Background: an optimization exercise with open tools, aiming at small area. Do not read the settings as production practice. In this exercise RTL edits were held to simulation tests only and were not proved equivalent to the original. Power and IR drop assume default switching activity.

Setup of run 1:
==> flow/design.v (excerpt) <==
module completekeccak(a, b, clk, rst);
  input [63:0] a;
  output [63:0] b;
  input clk;
  input rst;
  function integer rhoff(input integer i);
    case (i)
      0: rhoff = 0;   1: rhoff = 1;   2: rhoff = 62;  3: rhoff = 28;  4: rhoff = 27;
      5: rhoff = 36;  6: rhoff = 44;  7: rhoff = 6;   8: rhoff = 55;  9: rhoff = 20;
      10: rhoff = 3;  11: rhoff = 10; 12: rhoff = 43; 13: rhoff = 25; 14: rhoff = 39;
      15: rhoff = 41; 16: rhoff = 45; 17: rhoff = 15; 18: rhoff = 21; 19: rhoff = 8;
      20: rhoff = 18; 21: rhoff = 2;  22: rhoff = 61; 23: rhoff = 56; default: rhoff = 14;
    endcase
  endfunction
  function integer pol(input integer p);
    pol = (p % 2 == 0) ? 1 : 0;
  endfunction
  function integer kap(input integer x);
    kap = pol(x) ^ pol(x+5) ^ pol(x+10) ^ pol(x+15) ^ pol(x+20);
  endfunction
  function integer bet(input integer x);
    bet = x % 2;
  endfunction
  function integer pidx(input integer l);
    pidx = (l / 5) + 5 * ((2 * (l % 5) + 3 * (l / 5)) % 5);
  endfunction
  reg [6:0] cnt;
  always @(posedge clk)
    if (rst) cnt <= 7'd1;
    else if (cnt != 7'd76) cnt <= cnt + 7'd1;
  wire ld   = cnt <= 7'd26;
  wire rnd  = cnt >= 7'd27 && cnt <= 7'd50;
  wire hold = cnt == 7'd76;
  wire rot  = cnt >= 7'd51 && cnt <= 7'd75;
  wire nrnd = ~rnd;
  reg [63:0] rc;
  always @* begin
    case (cnt)
      7'd27: rc = 64'h0000000000000001;  7'd28: rc = 64'h0000000000008082;
      7'd29: rc = 64'h800000000000808a;  7'd30: rc = 64'h8000000080008000;
      7'd31: rc = 64'h000000000000808b;  7'd32: rc = 64'h0000000080000001;
      7'd33: rc = 64'h8000000080008081;  7'd34: rc = 64'h8000000000008009;
      7'd35: rc = 64'h000000000000008a;  7'd36: rc = 64'h0000000000000088;
      7'd37: rc = 64'h0000000080008009;  7'd38: rc = 64'h000000008000000a;
      7'd39: rc = 64'h000000008000808b;  7'd40: rc = 64'h800000000000008b;
      7'd41: rc = 64'h8000000000008089;  7'd42: rc = 64'h8000000000008003;
      7'd43: rc = 64'h8000000000008002;  7'd44: rc = 64'h8000000000000080;
      7'd45: rc = 64'h000000000000800a;  7'd46: rc = 64'h800000008000000a;
      7'd47: rc = 64'h8000000080008081;  7'd48: rc = 64'h8000000000008080;
      7'd49: rc = 64'h0000000080000001;  7'd50: rc = 64'h8000000080008008;
      default: rc = 64'h0;
    endcase
  end
  reg  [1599:0] s;       
  ...
Size in the first run: ~10,000 cells after synthesis, roughly 1,600 flip-flops, about 130 I/O pins, roughly 94,000 um2 of cells after synthesis.
Settings: LEC_CHECK=0, CAP_MARGIN=30, CORE_MARGIN=2, CORE_UTILIZATION=57, CTS_BUF_LIST=sky130_fd_sc_hd__clkbuf_16, CTS_CLUSTER_DIAMETER=100, CTS_CLUSTER_SIZE=20, PLACE_DENSITY=0.67, SLEW_MARGIN=30, SYNTH_HIERARCHICAL=1, SYNTH_MINIMUM_KEEP_SIZE=0; clock period 10.0 ns.
standard.sh (not shown) runs the stock make flow with config.mk's settings and CLKGATE_MAP_FILE= SYNTH_SCRIPT=/design/flow/synth_recipe.tcl, a recipe that flattens the netlist after the stock synthesis.
==> flow/flow/run.sh <==
#!/bin/bash
set -euo pipefail
bash standard.sh 'BUFFER_PORTS_ARGS=-buffer_cell sky130_fd_sc_hd__buf_1' finish > flow_make.log 2>&1
The following lists how run 2 was set up differently from run 1:
- PLACE_DENSITY changed from 0.67 to 0.6
- CORE_UTILIZATION changed from 57 to 50
==> flow/run.sh (new file) <==
#!/bin/bash
# synth_recipe.tcl (not shown) runs the flow's synth.tcl, then flattens the netlist and writes it again
# the make line also repeats each setting of config.mk as NAME=value (left out here)
make -C /OpenROAD-flow-scripts/flow DESIGN_CONFIG=/design/flow/config.mk WORK_HOME=/design/flow/orfs CLKGATE_MAP_FILE= SYNTH_SCRIPT=/design/flow/synth_recipe.tcl finish
removed: flow/flow/run.sh
removed: flow/standard.sh
==> run notes <==
Against run 1, first-pass GRT wire length in run 2 came out worse.
Looking at clock network fraction of total power, run 2 sits 0.3 points above run 1.
Sum of internal, switching and leakage power: higher on run 2
Diff run 1 -> run 2: routed wire length rose 3.6%, combinational cell fraction of total power fell 0.2 points, power density over the cells fell about 1.1%, cell area after layout rose about 2.2%, total placed instance area rose 1.8%.
Input changes introduced in run 3 (baseline for comparison: run 2):
- CORE_UTILIZATION: 50 -> 68
- CAP_MARGIN: 30 -> 28
- PLACE_DENSITY: 0.6 -> 0.78
- SLEW_MARGIN: 30 -> 28
==> flow/flow/run.sh (new file) <==
#!/bin/bash
set -euo pipefail
bash standard.sh 'BUFFER_PORTS_ARGS=-buffer_cell sky130_fd_sc_hd__buf_1' finish > flow_make.log 2>&1
==> flow/standard.sh (new file) <==
#!/bin/bash
# synth_recipe.tcl (not shown) runs the flow's synth.tcl, then flattens the netlist and writes it again
# the make line also repeats each setting of config.mk as NAME=value (left out here)
make -C /OpenROAD-flow-scripts/flow DESIGN_CONFIG=/design/flow/config.mk WORK_HOME=/design/flow/orfs CLKGATE_MAP_FILE= SYNTH_SCRIPT=/design/flow/synth_recipe.tcl "${@:-finish}"
removed: flow/run.sh
### Flow results
- Run 3 got as far as global routing, where a tool error ended the run.
- Comparing run 2 against run 3, there is no change at all in synthesized area.
- Run 3 ended with less number of placed instances, taps included than run 2.
- Looking at HPWL after detailed placement across both flows, run 3 is the stronger of the two, with run 2 trailing.
- In the reports for run 3 and run 2, the smaller worst slack after detailed placement belongs to run 2.
- Comparing run 3 and run 2, the higher CTS buffer count was measured on run 2.
- Synthesized area per cell came out exactly the same in run 3 and run 2.
- Share of the synthesized area in compound gates (AO/OA/AOI/OAI) across run 3 and run 2: no real change.
- Compared run 3 vs run 2, and y dimension of the die is down in run 3.
- Between run 2 and run 3, number of placement rows decreased.
- Compared with run 2, run 3 shows a higher starting density of the core.

port drivers added, routing unchanged:
Ports are ideal in the flow. The routed layouts listed here were re-timed in OpenROAD.
Step 1 assumes that a clkbuf_16 drives the clock port and a buf_2 every other input.
Step 2 moves the port delays by t, midway between the first and last clock arrival at a register: inputs arrive t later, outputs are due t later. That takes back most of the time a late clock gives input paths.
Three values: ideal, step 1, step 2; two values: the first two.
run	t, ns	slack for setup (ns)	worst setup path after step 2	worst register clock-pin slew, ns
run 1	0.892	5.529 / 5.529 / 5.529	register to register	0.10 / 0.10
run 2	0.926	5.531 / 5.531 / 5.531	register to register	0.11 / 0.11
After both steps every run listed still meets setup and hold.
